This design comes from an exercise in tuning for small area on the open sky130 flow, not from production work.
The RTL was checked by simulation tests, not by an equivalence proof against the original design.
Power figures rest on the tool's default switching activity, not on a simulated workload.

--- design/flow/config.mk ---
export PLATFORM = sky130hd
export DESIGN_NAME = riscV_top
export DESIGN_NICKNAME = riscV_top
export VERILOG_FILES = /design/flow/design.v
export SDC_FILE = /design/flow/constraint.sdc
export NUM_CORES = 4
export LEC_CHECK = 0
export CAP_MARGIN = 20
export CORE_MARGIN = 2
export CORE_UTILIZATION = 55
export SLEW_MARGIN = 20
export SYNTH_HIERARCHICAL = 1
export SYNTH_MINIMUM_KEEP_SIZE = 0
--- design/flow/constraint.sdc ---
create_clock -name core_clock -period 11.0 [get_ports {sysclk}]
set_input_delay 2.2000 -clock core_clock [delete_from_list [all_inputs] [get_ports {sysclk}]]
set_output_delay 2.2000 -clock core_clock [all_outputs]
set_load 0.01 [all_outputs]
--- design/flow/design.v ---
module rf_aoi222(
        input a1, a2, b1, b2, c1, c2,
        output y
    );
    assign y = ~((a1 & a2) | (b1 & b2) | (c1 & c2));
endmodule
module rf_read(
        input [4:0] addr,
        input [32*31-1:0] q,      
        output [31:0] data
    );
    wire [31:0] sel;
    genvar r, b, k;
    generate
        for (r = 0; r < 32; r = r + 1) begin : dec
            assign sel[r] = (addr == r);
        end
        for (b = 0; b < 32; b = b + 1) begin : bits
            wire [10:0] g;
            for (k = 0; k < 10; k = k + 1) begin : grp
                rf_aoi222 u(.a1(sel[3*k+1]), .a2(q[(3*k)*32+b]),
                            .b1(sel[3*k+2]), .b2(q[(3*k+1)*32+b]),
                            .c1(sel[3*k+3]), .c2(q[(3*k+2)*32+b]),
                            .y(g[k]));
            end
            assign g[10] = ~(sel[31] & q[30*32+b]);
            assign data[b] = ~&g;
        end
    endgenerate
endmodule
module riscV_top(
        input sysclk,
        input reset,
        input boot_sel,
        output [7:0] imem_addr,
        input [31:0] imem_data,
        output [31:0] dmem_addr,
        output [31:0] dmem_wdata,
        output dmem_we,
        output dmem_re,
        input [31:0] dmem_rdata,
        output wb_en,
        output [4:0] wb_rd,
        output [31:0] wb_data
    );
    wire [31:0] ins = imem_data;
    wire [6:0] op = ins[6:0];
    wire [3:0] fn = {ins[30], ins[14:12]};
    wire is_r  = (op == 7'h33);
    wire is_i  = (op == 7'h13);
    wire is_ld = (op == 7'h03);
    wire is_st = (op == 7'h23);
    wire is_br = (op == 7'h63);
    wire reg_write = is_r | is_i | is_ld;
    wire [31:0] imm_i = {{20{ins[31]}}, ins[31:20]};
    wire [31:0] imm_s = {{20{ins[31]}}, ins[31:25], ins[11:7]};
    wire [7:0]  imm_b = {ins[27:25], ins[11:8], 1'b0};
    wire [31:0] r1, r2;
    wire [31:0] wdata;
    reg [31:0] regs [1:31];
    integer i;
    always @(posedge sysclk) begin
        for (i = 1; i < 32; i = i + 1)
            if (reg_write && ins[11:7] == i)
                regs[i] <= wdata;
    end
    wire [32*31-1:0] q;
    genvar gi;
    generate
        for (gi = 1; gi < 32; gi = gi + 1) begin : rq
            assign q[(gi-1)*32 +: 32] = regs[gi];
        end
    endgenerate
    rf_read read_one(.addr(ins[19:15]), .q(q), .data(r1));
    rf_read read_two(.addr(ins[24:20]), .q(q), .data(r2));
    wire use_r2 = is_r | is_br;
    wire [31:0] b = use_r2 ? r2 : (is_st ? imm_s : imm_i);
    wire alu_arith = ((is_r | is_i) & (fn[2:0] == 3'b000)) |
                     ((is_ld | is_st) & (fn == 4'b0010)) |
                     (is_br & (fn == 4'b0000));
    wire alu_sub   = is_br | fn[3];
    wire alu_or    = (is_r | is_i) & (fn == 4'b0110);
    wire alu_and   = (is_r | is_i) & (fn == 4'b0111);
    wire [31:0] bb = b ^ {32{alu_sub}};
    wire [31:0] p0 = r1 ^ bb;
    wire [31:0] g0 = r1 & bb;
    reg [31:0] p, g;
    integer j, k;
    always @* begin
        p = p0;
        g = g0;
        g[0] = g0[0] | (p0[0] & alu_sub);
        for (j = 1; j <= 5; j = j + 1)
            for (k = 2**j - 1; k < 32; k = k + 2**j) begin
                g[k] = g[k] | (p[k] & g[k - 2**(j-1)]);
                p[k] = p[k] & p[k - 2**(j-1)];
            end
        for (j = 4; j >= 1; j = j - 1)
            for (k = 3 * 2**(j-1) - 1; k < 32; k = k + 2**j) begin
                g[k] = g[k] | (p[k] & g[k - 2**(j-1)]);
                p[k] = p[k] & p[k - 2**(j-1)];
            end
    end
    wire [31:0] sum = p0 ^ {g[30:0], alu_sub};
    wire [31:0] result = ({32{alu_arith}} & sum) |
                         ({32{alu_or}} & p0) |
                         ({32{alu_or | alu_and}} & g0);
    wire taken = is_br & ((fn != 4'b0000) | (&p0));
    reg [7:0] pc;
    always @(posedge sysclk) begin
        if (reset)
            pc <= boot_sel ? 8'h40 : 8'h00;
        else
            pc <= pc + (taken ? imm_b : 8'd4);
    end
    assign wdata = is_ld ? dmem_rdata : result;
    assign imem_addr = pc;
    assign dmem_addr = result;
    assign dmem_wdata = r2;
    assign dmem_we = is_st;
    assign dmem_re = is_ld;
    assign wb_en = reg_write;
    assign wb_rd = ins[11:7];
    assign wb_data = wdata;
endmodule
--- design/flow/flow/run.sh ---
#!/bin/bash
# Standard ORFS layout with two changes:
#  - port buffers are buf_1 cells rather than the slow clkdlybuf4s50_1 that
#    buffer_ports picks by default;
#  - clock tree built from smaller clock buffers, without dummy loads.
set -euo pipefail
bash standard.sh synth > synth.log 2>&1
bash standard.sh \
  BUFFER_PORTS_ARGS="-buffer_cell sky130_fd_sc_hd__buf_1" \
  CTS_ARGS="-sink_clustering_enable -repair_clock_nets -dont_use_dummy_load -buf_list {sky130_fd_sc_hd__clkbuf_4 sky130_fd_sc_hd__clkbuf_8} -sink_clustering_size 16 -sink_clustering_max_diameter 45" \
  finish > layout.log 2>&1
--- design/flow/standard.sh ---
#!/bin/bash
# synth_recipe.tcl (not shown) runs the flow's synth.tcl, then flattens the netlist and writes it again
# the make line also repeats each setting of config.mk as NAME=value (left out here)
make -C /OpenROAD-flow-scripts/flow DESIGN_CONFIG=/design/flow/config.mk WORK_HOME=/design/flow/orfs CLKGATE_MAP_FILE= SYNTH_SCRIPT=/design/flow/synth_recipe.tcl "${@:-finish}"
==> results.toml, run 1 <==
[worst_hold_path]
worstHoldPathType = "reg -> reg"

[final_layout]
fillCellCount = 5793
area_delta_synth_final_pct = 12.3
most-common-layout-cells = "edfxtp_1 (992), a222oi_1 (642), buf_1 (177)"
drive_above_1_share_pct = 14.3
nets = 3052
postLayoutCellArea_sq_mm = 0.0478
final_common_cell = "edfxtp_1"

[logic_synthesis]
synth_top_flop_cell = "edfxtp_1"
synth_seq_cells = 999
yosysWarnings = 8
synth_area_leaders = "edfxtp_1 (70%), a222oi_1 (15%), nand4_1 (2.1%), a2111o_1 (1.7%), ha_1 (1.1%)"
syn_avg_cell_area_sq_um = 16.9
syn_area_sq_mm = 0.0426
synth_cells = 2525
synth_cell_types = 73
async_reset_ff_share_pct = 0
synth_area_leader_cell = "edfxtp_1"
yosysSeqAreaShare_pct = 70.3
synth_edf_count = 992
synth_top_area_share_pct = 70.0

[clocking]
cts_tree = "done"
cts_buffer_depth = 3
clk_pin_slew_worst_paths_ns = 0.06
cts.sinks = 999
root_buffer = "clkbuf_8"
postCtsSetupBuffers = 0
clock_latency_ns = 0.78
cts_buffers = 118
htree_levels = 3
hold_buffers = 0
postCtsResizedCells = 0

[route]
drc = 0
drtAntennaViolNets = 0
drtPass1Iterations = 13
vias_per_cell = 8.40
drt_wl_total_mm = 176
drtIter0Drc = 9677
wl_per_cell_um = 44.2
dr_total_vias = 33400

[place]
routabilityCongestion = 1.01
place_area_sq_mm = 0.0461
port_buffers = 177
dp_hpwl_mm = 114

[global_route]
grt_pass1_vias = 31500
grt_max_degree = 33
met3_usage_pct = 16.9
top_usage_layer = "met2"
grt_overflow = 0
met2_usage_pct = 64.1
grtUsageTotal_pct = 43.4
grtUsageMet1_pct = 56.7
grt_first_pass_wirelength_mm = 239
antenna_found_initial = 18

[sta]
worst_clock_skew_ns = 0.0998
worstMarginPinSlew_ns = 1.23
final.setup.tns_ns = 0
fmax_mhz = 92.8
hold_violations = 0
final_max_slew_viol_count = 0
period_share_pct = 97.9
relSlewSlack_pct = 17.8
finalCriticalPeriod_ns = 10.77
rsz0062_at_grt = "false"
setup_viol = 0

[power_and_ir_drop]
switching_share_pct = 23.1
p_int_uw = 5210
p_leak_uw = 0.0165
p_clk_share_pct = 32.0
p_switching_uw = 1570
pwr-share-seq_pct = 60.9
p_per_area_mw_per_mm2 = 142
ir_worst_vdd_v = 0.000103
combPwrFrac_pct = 7.0

[run_status]
status = "complete, no violations"

[critical_path]
worst_setup_path_end_kind = "output port"
worstPathRequired_ns = 8.80
cp.arrival_ns = 8.57
worstPathMaxFanout = 21
worstSetupPathType = "in -> out"
startpoint_type = "primary input"

[die]
die_h_um = 282
die_area_sq_mm = 0.0796
start_util_pct = 55.2
fp.dieW_um = 282
num_io_pins = 179
core_sq_mm = 0.0771
placementRows = 102

[job]
drv_cap = 0
-- state kept, by name, indices dropped and copies added (netlist names) --
register  count
regs        992
pc            7
-- Yosys stat by module, one instance, submodules excluded --
| module | cell area [sq um] | cells | times used | flops+latches |
|---|---|---|---|---|
| riscV_top | 33900 | 1529 | 1 | 999 |
| rf_read | 1140 | 178 | 2 | 0 |
| rf_aoi222 | 10.0 | 1 | 640 | 0 |
-- metal layers --
layer	routed length, um	vias to the layer above
met2	75400	3524
li1	-	12800
met3	31500	626
met5	152	-
met1	58700	16400
met4	10100	24
-- through the flow --
step           hold WS, ns  power (uW)  cells  utilization (%)  setup WS (ns)
2_1_floorplan        0.629        4460   2525                -           1.21
3_3_place_gp         0.577        4660   3848             59.8          0.437
3_5_place_dp         0.648        4660   3850             59.8          0.280
4_1_cts              0.662        6760   3968             61.9          0.262
5_1_grt              0.699        6940   3971             62.0         0.0344
6_report             0.645        6780   3976             62.0          0.226
-- critical path, cell delays in order --
cell      delay [ns]
buf_1           0.45
or3b_1          0.44
nor2_4          0.19
buf_4           0.30
a222oi_1        0.43
nand4_1         0.36
a2111o_1        0.51
xor2_1          0.20
nor2_1          0.21
ha_1            0.30
nand4_1         0.26
a211oi_1        0.08
buf_4           0.15
o21bai_1        0.40
a21oi_1         0.16
nand2b_1        0.18
fa_1            0.43
or4_1           0.53
o211ai_1        0.11
a221o_1         0.23
mux2_4          0.24
buf_1           0.17
-- power by group through the flow --
stage          sequential [uW]  combinational (uW)  clock (uW)
3_5_place_dp              4210                 449           0
6_report                  4130                 475        2170
3_3_place_gp              4210                 444           0
4_1_cts                   4130                 451        2180
2_1_floorplan             4210                 243           0
5_1_grt                   4130                 490        2330
-- Yosys cell counts, types with 12 or more instances --
master,n
xnor2_1,12
mux2_2,22
inv_1,27
clkbuf_1,20
buf_2,14
a21oi_1,60
nor2_1,120
a222oi_1,642
fa_1,17
edfxtp_1,992
ha_1,38
nand4_1,143
o211ai_1,14
nand2_1,81
a2111o_1,64
and2_1,19
xor2_1,28
-- logic make-up after synthesis --
group | share of synthesized area [%]
flops | 70.3
compound gates | 19.3
simple gates | 5.65
buf+inv | 0.950
fa+ha+maj | 1.92
mux | 1.07
xor+xnor | 0.823
other cells | 0.00881
-- layout make-up --
type | count | area (sq um) | area share [%]
Sequential cell | 999 | 29900 | 62.6
Multi-Input combinational cell | 1448 | 12900 | 27.0
Timing Repair Buffer | 335 | 1890 | 3.95
Clock buffer | 118 | 1620 | 3.40
Tap cell | 1040 | 1300 | 2.72
Inverter | 28 | 105 | 0.220
Antenna cell | 8 | 20.0 | 0.0419
-- worst paths after layout --
path	from	to	slack (ns)	cells after the start
setup / recovery	imem_data[21]	wb_data[19]	0.23	22
setup reg to reg	regs[10][5]	regs[21][11]	4.93	18
hold / removal	pc[1]	pc[1]	0.65	2
hold reg to reg	pc[1]	pc[1]	0.65	2
==> run 2, diff against run 1 <==
==> design/flow/flow/run.sh (replaced) <==
#!/bin/bash
# Standard ORFS layout with two changes:
#  - port buffers are buf_1 cells rather than the slow clkdlybuf4s50_1 that
#    buffer_ports picks by default;
#  - clock tree built from clkbuf_4 cells in small clusters, without dummy loads.
set -euo pipefail
bash standard.sh synth > synth.log 2>&1
bash standard.sh \
  BUFFER_PORTS_ARGS="-buffer_cell sky130_fd_sc_hd__buf_1" \
  CTS_ARGS="-sink_clustering_enable -repair_clock_nets -dont_use_dummy_load -buf_list {sky130_fd_sc_hd__clkbuf_4} -sink_clustering_size 10 -sink_clustering_max_diameter 30" \
  finish > layout.log 2>&1
--- a/design/flow/config.mk
+++ b/design/flow/config.mk
@@ -8,6 +8,7 @@
 export CAP_MARGIN = 20
 export CORE_MARGIN = 2
 export CORE_UTILIZATION = 55
+export SETUP_SLACK_MARGIN = 0.1
 export SLEW_MARGIN = 20
 export SYNTH_HIERARCHICAL = 1
 export SYNTH_MINIMUM_KEEP_SIZE = 0
==> results.toml, run 2 <==
[run_status]
status = "complete, no violations"

[sta]
period_share_pct = 97.8
setup_viol = 0
worst_clock_skew_ns = 0.195
relSlewSlack_pct = 15.4
holdWs_ns = 0.636
fmax_mhz = 92.9
worst_slack_ns = 0.237
finalCriticalPeriod_ns = 10.76
worstMarginPinSlew_ns = 1.27
rsz0062_at_grt = "false"
hold_violations = 0
final_max_slew_viol_count = 0
final.setup.tns_ns = 0

[critical_path]
worstPathMaxFanout = 13
startpoint_type = "primary input"
worst_setup_path_end_kind = "output port"
worstSetupPathType = "in -> out"
worstPathRequired_ns = 8.80
cp.arrival_ns = 8.56

[worst_hold_path]
worstHoldPathType = "reg -> reg"

[route]
drc = 0
drtPass1Iterations = 14
dr_total_vias = 34100
drt_wl_total_mm = 176
vias_per_cell = 8.41
wl_per_cell_um = 43.5
drtAntennaViolNets = 0
drtIter0Drc = 9403

[power_and_ir_drop]
switching_share_pct = 23.8
p_switching_uw = 1580
p_clk_share_pct = 30.7
p_int_uw = 5070
ir_worst_vdd_v = 0.0000919
p_leak_uw = 0.0165
combPwrFrac_pct = 7.2
power_uw = 6650
p_per_area_mw_per_mm2 = 140
pwr-share-seq_pct = 62.1

[final_layout]
top_regs = "regs (992), pc (7)"
fin_cells = 4053
top_register = "regs"
most-common-layout-cells = "edfxtp_1 (992), a222oi_1 (642), clkbuf_4 (195)"
final_common_cell = "edfxtp_1"
area_delta_synth_final_pct = 12.0
nets = 3130
largest_reg_flops = 992
drive_above_1_share_pct = 16.6

[clocking]
htree_levels = 4
clock_latency_ns = 1.13
cts_buffers = 195
hold_buffers = 0
cts.sinks = 999
root_buffer = "clkbuf_4"
cts_tree = "done"
cts_buffer_depth = 3
clk_pin_slew_worst_paths_ns = 0.06

[logic_synthesis]
yosysSeqAreaShare_pct = 70.3
async_reset_ff_share_pct = 0
post-synth-top-count-cell = "edfxtp_1"
yosys-top-cells-count = "edfxtp_1 (992), a222oi_1 (642), nand4_1 (143), nor2_1 (120), nand2_1 (81)"
syn_avg_cell_area_sq_um = 16.9
synth_seq_cells = 999
yosysWarnings = 8
synth_area_leader_cell = "edfxtp_1"
synth_cells = 2525
synth_top_flop_cell = "edfxtp_1"
synth_area_leaders = "edfxtp_1 (70%), a222oi_1 (15%), nand4_1 (2.1%), a2111o_1 (1.7%), ha_1 (1.1%)"
synth_cell_types = 73
synth_edf_count = 992
syn_area_sq_mm = 0.0426
synth_top_area_share_pct = 70.0

[place]
dp_cells = 3850
pre_cts_slack_ns = 0.280
port_buffers = 177
routabilityCongestion = 1.01
dp_hpwl_mm = 114

[die]
placementRows = 102
core_sq_mm = 0.0771
die_area_sq_mm = 0.0796
num_io_pins = 179
die_h_um = 282
start_util_pct = 55.2
fp.dieW_um = 282

[global_route]
grt_pass1_vias = 32100
grtUsageTotal_pct = 43.6
grt_max_degree = 33
grt_first_pass_wirelength_mm = 239
grt_overflow = 0
antenna_found_initial = 19

[job]
drv_cap = 0
## run 2: critical path: stages
cell      delay, ns
buf_1          0.35
nand3b_1       0.49
nor2_4         0.23
a222oi_1       0.45
nand4_1        0.51
a2111o_1       0.53
mux2i_1        0.18
xor2_1         0.18
ha_1           0.31
a21oi_1        0.15
o21ai_0        0.30
a21oi_1        0.29
inv_1          0.11
a21oi_1        0.16
o21bai_1       0.11
fa_1           0.43
or4_1          0.53
o211ai_1       0.11
a221o_1        0.22
mux2_1         0.50
buf_1          0.22
## run 2: worst paths after layout
path | startpoint | depth (start not counted) | slack [ns] | to
worst max register to register | regs[7][7] | 18 | 4.78 | regs[13][11]
worst max-delay path | imem_data[23] | 21 | 0.24 | wb_data[11]
worst min-delay path | pc[1] | 2 | 0.64 | pc[1]
worst min register to register | pc[1] | 2 | 0.64 | pc[1]
## run 2: Yosys stat by module, one instance, submodules excluded
module | flops+latches | times used | cell area, sq um | cells
rf_read | 0 | 2 | 1140 | 178
riscV_top | 999 | 1 | 33900 | 1529
rf_aoi222 | 0 | 640 | 10.0 | 1
## run 2: per-stage QoR
stage          util [%]  area, sq um
2_1_floorplan         -        42600
3_3_place_gp       59.8        46100
3_5_place_dp       59.8        46100
4_1_cts            61.7        47600
5_1_grt            61.8        47600
6_report           61.8        47700
## run 2: power groups by stage
| stage | Clock [uW] | Combinational, uW | Sequential, uW |
|---|---|---|---|
| 3_5_place_dp | 0 | 449 | 4210 |
| 6_report | 2040 | 475 | 4130 |
| 3_3_place_gp | 0 | 444 | 4210 |
| 5_1_grt | 2220 | 491 | 4130 |
| 2_1_floorplan | 0 | 243 | 4210 |
| 4_1_cts | 2050 | 451 | 4130 |
## run 2: layout make-up
cell class | instances | area (sq um)
clock buffers | 195 | 1460
fillers | 5874 | 29400
diodes | 7 | 17.5
inverters | 28 | 105
well taps | 1040 | 1300
repair buffers | 336 | 1920
flip-flops and latches | 999 | 29900
multi-input cells | 1448 | 12900
## run 2: cell families after synthesis
logic type	share of synthesized area, %
AO/OA/AOI/OAI	19.3
XOR/XNOR	0.823
adder cells (fa/ha/maj)	1.92
buffers and inverters	0.950
flip-flops	70.3
multiplexers	1.07
other	0.00881
AND/OR/NAND/NOR	5.65
## run 2: what timing repair did
item                       CTS  global route
setup buffers                0             0
setup endpoints to repair    0             9
gates resized for setup      0             4
## run 2: metal layers
layer / share of wire, % / GRT usage [%] / wire, um / vias up
met5: 0.089 / 0.244 / 157 / -
met4: 5.7 / 21.9 / 9960 / 24
met3: 18 / 17.5 / 32100 / 653
met2: 43 / 63.8 / 75400 / 3620
met1: 33 / 56.4 / 58600 / 16700
li1: - / - / - / 13000
==> run 3, diff against run 2 <==
--- a/design/flow/design.v
+++ b/design/flow/design.v
@@ -3,6 +3,33 @@
         output y
     );
     assign y = ~((a1 & a2) | (b1 & b2) | (c1 & c2));
+endmodule
+module rf_and2(
+        input a, b,
+        output y
+    );
+    assign y = a & b;
+endmodule
+module rf_dec(
+        input [4:0] addr,
+        input en,
+        output [31:0] sel
+    );
+    wire [3:0] lo;
+    wire [7:0] hi;
+    genvar i;
+    generate
+        for (i = 0; i < 4; i = i + 1) begin : plo
+            assign lo[i] = en & (addr[1:0] == i);
+        end
+        for (i = 0; i < 8; i = i + 1) begin : phi
+            assign hi[i] = (addr[4:2] == i);
+        end
+        assign sel[0] = 1'b0;
+        for (i = 1; i < 32; i = i + 1) begin : d
+            rf_and2 u(.a(lo[i % 4]), .b(hi[i / 4]), .y(sel[i]));
+        end
+    endgenerate
 endmodule
 module rf_read(
         input [4:0] addr,
@@ -10,11 +37,9 @@
         output [31:0] data
     );
     wire [31:0] sel;
-    genvar r, b, k;
+    rf_dec dec(.addr(addr), .en(1'b1), .sel(sel));
+    genvar b, k;
     generate
-        for (r = 0; r < 32; r = r + 1) begin : dec
-            assign sel[r] = (addr == r);
-        end
         for (b = 0; b < 32; b = b + 1) begin : bits
             wire [10:0] g;
             for (k = 0; k < 10; k = k + 1) begin : grp
@@ -58,10 +83,12 @@
     wire [31:0] r1, r2;
     wire [31:0] wdata;
     reg [31:0] regs [1:31];
+    wire [31:0] we;
+    rf_dec wdec(.addr(ins[11:7]), .en(reg_write), .sel(we));
     integer i;
     always @(posedge sysclk) begin
         for (i = 1; i < 32; i = i + 1)
-            if (reg_write && ins[11:7] == i)
+            if (we[i])
                 regs[i] <= wdata;
     end
     wire [32*31-1:0] q;
--- a/design/flow/config.mk
+++ b/design/flow/config.mk
@@ -8,7 +8,7 @@
 export CAP_MARGIN = 20
 export CORE_MARGIN = 2
 export CORE_UTILIZATION = 55
-export SETUP_SLACK_MARGIN = 0.1
+export SETUP_SLACK_MARGIN = 0.2
 export SLEW_MARGIN = 20
 export SYNTH_HIERARCHICAL = 1
 export SYNTH_MINIMUM_KEEP_SIZE = 0
==> results.toml, run 3 <==
[route]
drtAntennaViolNets = 0
drtIter0Drc = 9124
wl_per_cell_um = 44.4
vias_per_cell = 8.39
drc = 0
dr_total_vias = 34100
drt_wl_total_mm = 180
drtPass1Iterations = 14

[power_and_ir_drop]
p_int_uw = 4980
p_per_area_mw_per_mm2 = 136
power_uw = 6470
p_clk_share_pct = 30.2
switching_share_pct = 23.1
ir_worst_vdd_v = 0.000107
p_switching_uw = 1490
p_leak_uw = 0.0167
combPwrFrac_pct = 6.0
pwr-share-seq_pct = 63.9

[sta]
worst_clock_skew_ns = 0.142
final.setup.tns_ns = 0
relSlewSlack_pct = 15.2
finalCriticalPeriod_ns = 10.79
setup_viol = 0
final_max_slew_viol_count = 0
rsz0062_at_grt = "true"
period_share_pct = 98.1
worstMarginPinSlew_ns = 1.27
fmax_mhz = 92.7
hold_violations = 0

[die]
core_sq_mm = 0.0771
die_area_sq_mm = 0.0798
num_io_pins = 179
fp.dieW_um = 282
placementRows = 102
die_h_um = 282
start_util_pct = 55.3

[final_layout]
area_delta_synth_final_pct = 11.2
fillCellCount = 5870
drive_above_1_share_pct = 15.4
layout.area.seq_sq_mm = 0.0299
nets = 3140
top_regs = "regs (992), pc (7)"
top_register = "regs"
most-common-layout-cells = "edfxtp_1 (992), a222oi_1 (640), clkbuf_4 (177), buf_1 (177), buf_4 (166)"
largest_reg_flops = 992
multiInputGateArea_sq_mm = 0.0127
final_common_cell = "edfxtp_1"

[place]
routabilityCongestion = 1.00
dp_hpwl_mm = 114
port_buffers = 177

[job]
drv_cap = 0

[global_route]
grt_pass1_vias = 31900
top_usage_layer = "met2"
grtUsageTotal_pct = 44.6
grt_first_pass_wirelength_mm = 244
met3_usage_pct = 18.4
antenna_found_initial = 14
grtUsageMet1_pct = 57.8
met2_usage_pct = 63.0
grt_overflow = 0
grt_max_degree = 33

[logic_synthesis]
syn_area_sq_mm = 0.0427
yosysWarnings = 8
syn_avg_cell_area_sq_um = 16.9
synth_cells = 2520

[critical_path]
worstPathRequired_ns = 8.80
worstPathMaxFanout = 15
worstSetupPathType = "in -> out"
worst_setup_path_end_kind = "output port"
startpoint_type = "primary input"
path_cells = "buf_1 -> and3b_2 -> and2_1 -> a222oi_1 -> nand4_1 -> a2111o_1 -> nor2_1 -> a21oi_1 -> xnor2_1 -> ha_1 -> nand4_1 -> a211oi_1 -> o21ai_0 -> a21oi_1 -> or2_2 -> fa_1 -> nor4_1 -> o21ai_0 -> a41oi_4 -> buf_1"
cp.arrival_ns = 8.59
max_stage_delay_ns = 0.61
worst_path_max_delay_cell = "a41oi_4"

[clocking]
cts_buffer_depth = 3
root_buffer = "clkbuf_4"
postCtsResizedCells = 0
cts.sinks = 999
cts_buffers = 177
postCtsSetupBuffers = 0
clk_pin_slew_worst_paths_ns = 0.05
htree_levels = 4
clock_latency_ns = 1.10
hold_buffers = 0
cts_tree = "done"

[run_status]
status = "complete, no violations"

[worst_hold_path]
worstHoldPathType = "reg -> reg"
[run 3: worst max-delay path, delay by kind of cell]
family | cells | cell delay (ns)
AO/OA/AOI/OAI | 8 | 2.64
XOR/XNOR | 1 | 0.27
adder cells (fa/ha/maj) | 2 | 0.74
buffers and inverters | 2 | 0.50
AND/OR/NAND/NOR | 7 | 2.20
[run 3: area by class of cell]
cell class	instances	share of cell area [%]
flip-flops and latches	999	63.1
multi-input cells	1472	26.7
repair buffers	355	4.52
clock buffers	177	2.80
well taps	1040	2.74
inverters	13	0.103
diodes	12	0.0633
[run 3: worst paths after layout]
path / start / endpoint / slack [ns] / cells past startpoint
min: pc[1] / pc[1] / 0.62 / 2
min reg2reg: pc[1] / pc[1] / 0.62 / 2
max: imem_data[23] / wb_data[21] / 0.21 / 20
max reg2reg: regs[1][18] / pc[7] / 4.48 / 19
[run 3: routing by layer]
layer / share of wire [%] / vias to the layer above / wire (um)
met4: 6.8 / 6 / 12300
met1: 33 / 16800 / 60400
met2: 42 / 3610 / 75600
li1: - / 13100 / -
met5: 0.023 / - / 41
met3: 18 / 636 / 32100
[run 3: per-stage QoR]
stage | util (%) | setup WS [ns] | instances | hold WS (ns) | cell area [sq um]
after floorplan | - | 1.47 | 2526 | 0.629 | 42700
after global placement | 59.7 | 0.476 | 3876 | 0.579 | 46000
after detailed placement | 59.7 | 0.486 | 3876 | 0.603 | 46000
after CTS | 61.4 | 0.468 | 4053 | 0.618 | 47300
after global routing | 61.5 | 0.166 | 4062 | 0.637 | 47400
final | 61.5 | 0.211 | 4068 | 0.623 | 47400
[run 3: power by group through the flow]
stage                     logic (uW)  registers (uW)  clock network, uW
after global placement           361            4220                  0
after detailed placement         365            4220                  0
after floorplan                  198            4220                  0
after CTS                        366            4130               1960
after global routing             401            4130               2130
final                            386            4130               1950
==> run 4, diff against run 3 <==
--- a/design/flow/flow/run.sh
+++ b/design/flow/flow/run.sh
@@ -7,5 +7,5 @@
 bash standard.sh synth > synth.log 2>&1
 bash standard.sh \
   BUFFER_PORTS_ARGS="-buffer_cell sky130_fd_sc_hd__buf_1" \
-  CTS_ARGS="-sink_clustering_enable -repair_clock_nets -dont_use_dummy_load -buf_list {sky130_fd_sc_hd__clkbuf_4} -sink_clustering_size 10 -sink_clustering_max_diameter 30" \
+  CTS_ARGS="-sink_clustering_enable -repair_clock_nets -dont_use_dummy_load -buf_list {sky130_fd_sc_hd__clkbuf_4} -sink_clustering_size 12 -sink_clustering_max_diameter 32" \
   finish > layout.log 2>&1
==> results.toml, run 4 <==
[run_status]
status = "complete, no violations"

[power_and_ir_drop]
combPwrFrac_pct = 6.0
p_leak_uw = 0.0166
ir_worst_vdd_v = 0.0000981
pwr-share-seq_pct = 64.4
switching_share_pct = 23.1
p_switching_uw = 1480
p_per_area_mw_per_mm2 = 136
p_int_uw = 4930
p_clk_share_pct = 29.6

[critical_path]
rr_worst_depth = 19
worstPathRequired_ns = 8.80
crit-reg2reg-launch = "regs[1][18]"
path_cells = "buf_1 -> and3b_2 -> and2_1 -> a222oi_1 -> nand4_1 -> a2111o_1 -> nor2_1 -> a21oi_1 -> xnor2_1 -> ha_1 -> nand4_1 -> a211oi_1 -> o21ai_0 -> a21oi_1 -> or2_2 -> fa_1 -> nor4_1 -> o21ai_0 -> a41oi_4 -> buf_1"
worstSetupPathType = "in -> out"
worst_path_max_delay_cell = "a41oi_4"
cp_top_family = "compound AO/OA/AOI/OAI gates"
worstPathMaxFanout = 15
ff2ff_setup_slack_ns = 4.46
cp.arrival_ns = 8.58
r2r_end = "pc[7]"
startpoint_type = "primary input"
crit_buf_inv = 2
worst_setup_path_end_kind = "output port"
max_stage_delay_ns = 0.60

[clocking]
postCtsResizedCells = 0
cts_buffers = 165
hold_buffers = 0
root_buffer = "clkbuf_4"
cts_buffer_depth = 3
htree_levels = 4
clk_pin_slew_worst_paths_ns = 0.08
clock_latency_ns = 1.08
cts.sinks = 999
cts_tree = "done"
postCtsSetupBuffers = 0

[worst_hold_path]
hp-start = "pc[1]"
worstHoldPathType = "reg -> reg"
hold_path_depth = 2
min_to = "pc[1]"

[global_route]
antenna_found_initial = 11
grt_pass1_vias = 31800
grt_first_pass_wirelength_mm = 243
grt_overflow = 0
grt_max_degree = 33
grtUsageTotal_pct = 44.6

[route]
drtPass1Iterations = 14
vias_per_cell = 8.39
drtIter0Drc = 8980
drt_wl_total_mm = 180
wl_per_cell_um = 44.4
drtAntennaViolNets = 0
drc = 0
dr_total_vias = 34000

[final_layout]
multiInputGateArea_sq_mm = 0.0127
most-common-layout-cells = "edfxtp_1 (992), a222oi_1 (640), buf_1 (177)"
largest_reg_flops = 992
top_register = "regs"
fin_cells = 4055
layout.area.seq_sq_mm = 0.0299
nets = 3126
final_common_cell = "edfxtp_1"
area_delta_synth_final_pct = 10.9
drive_above_1_share_pct = 15.0
top_regs = "regs (992), pc (7)"
fillCellCount = 5878

[sta]
worstMarginPinSlew_ns = 1.30
rsz0062_at_grt = "true"
fmax_mhz = 92.8
finalCriticalPeriod_ns = 10.78
setup_viol = 0
period_share_pct = 98.0
worst_clock_skew_ns = 0.164
holdWs_ns = 0.630
relSlewSlack_pct = 13.3
hold_violations = 0
final_max_slew_viol_count = 0
final.setup.tns_ns = 0

[place]
dp_hpwl_mm = 114
dp_cells = 3876
port_buffers = 177
routabilityCongestion = 1.00

[logic_synthesis]
syn_area_sq_mm = 0.0427
synth_cells = 2520
syn_avg_cell_area_sq_um = 16.9
yosysWarnings = 8

[die]
fp.dieW_um = 282
die_h_um = 282
core_sq_mm = 0.0771
placementRows = 102
start_util_pct = 55.3
num_io_pins = 179
die_area_sq_mm = 0.0798

[job]
drv_cap = 0
## run 4: cell type report
type / instances / share of cell area, %
antenna: 13 / 0.0688
clock buffer: 165 / 2.62
inverter: 13 / 0.103
multi-input combinational: 1472 / 26.8
sequential: 999 / 63.3
tap: 1040 / 2.75
timing repair buffer: 353 / 4.44
## run 4: worst reg2reg max path: cells and delay by family, from the launching register on
| kind | cells | cell delay, ns |
|---|---|---|
| and+or+nand+nor | 8 | 2.60 |
| AOI/OAI and AO/OA | 5 | 1.91 |
| adders and majority gates | 3 | 0.80 |
| DFF | 1 | 0.42 |
| muxes | 1 | 0.28 |
| buffers and inverters | 1 | 0.23 |
| xor gates and xnor gates | 1 | 0.12 |
## run 4: metal layers
metal | GRT usage, % | part of all wire, % | vias up
li1 | - | - | 13000
met1 | 57.6 | 33 | 16700
met2 | 62.8 | 42 | 3602
met3 | 18.4 | 18 | 670
met4 | 27.1 | 7.1 | 6
met5 | 0 | 0.019 | -
## run 4: how the worst max path moves through the flow
stage | from | endpoint | slack, ns | cells past startpoint
global placement | imem_data[24] | wb_data[21] | 0.48 | 21
global route | imem_data[23] | wb_data[21] | 0.17 | 20
finish | imem_data[23] | wb_data[21] | 0.22 | 20
detailed placement | imem_data[24] | wb_data[21] | 0.49 | 21
CTS | imem_data[22] | wb_data[30] | 0.47 | 19
floorplan | imem_data[21] | wb_data[21] | 1.47 | 17
## run 4: power groups by stage
stage	Clock, uW	Sequential [uW]	Combinational (uW)
global placement	0	4220	361
detailed placement	0	4220	365
CTS	1900	4130	366
floorplan	0	4220	198
global route	2060	4130	401
finish	1900	4130	386
## run 4: stage by stage
stage / instance area, sq um / power, uW / utilization [%] / setup WS [ns]
CTS: 47300 / 6400 / 61.3 / 0.468
global placement: 46000 / 4580 / 59.7 / 0.476
detailed placement: 46000 / 4580 / 59.7 / 0.486
global route: 47300 / 6590 / 61.3 / 0.169
finish: 47300 / 6410 / 61.4 / 0.222
floorplan: 42700 / 4410 / - / 1.47

[separate check: timing with driven ports]
No port has a modelled driver above. Below, the same layouts with a new extraction and two added sets of constraints. Step 1 (the two cells are an assumption about what drives the block):
set clk [get_ports {sysclk}]
set_driving_cell -lib_cell sky130_fd_sc_hd__clkbuf_16 $clk
set_driving_cell -lib_cell sky130_fd_sc_hd__buf_2 [delete_from_list [all_inputs] $clk]
Step 2, shift: input delay + t, output delay - t, t = (earliest + latest rising clock arrival at the registers) / 2. This alone moves slack from input paths to output paths. Slacks: no drivers / after step 1 / after step 2; pairs: no drivers / after step 1.
run	t (ns)	setup slack, ns	clock arrival spread, ns	cell pins on the clock port's net
run 1	0.801	0.226 / 0.153 / 0.153	0.100 / 0.100	1
run 2	1.098	0.237 / 0.119 / 0.119	0.195 / 0.196	1
run 3	1.097	0.211 / 0.162 / 0.162	0.143 / 0.142	1
run 4	1.060	0.222 / 0.167 / 0.167	0.163 / 0.163	1
After both steps every run listed still meets setup and hold. For run 2, which loses most, drivers alone change the setup slack by -0.118 ns; drivers and shift together by -0.118 ns.
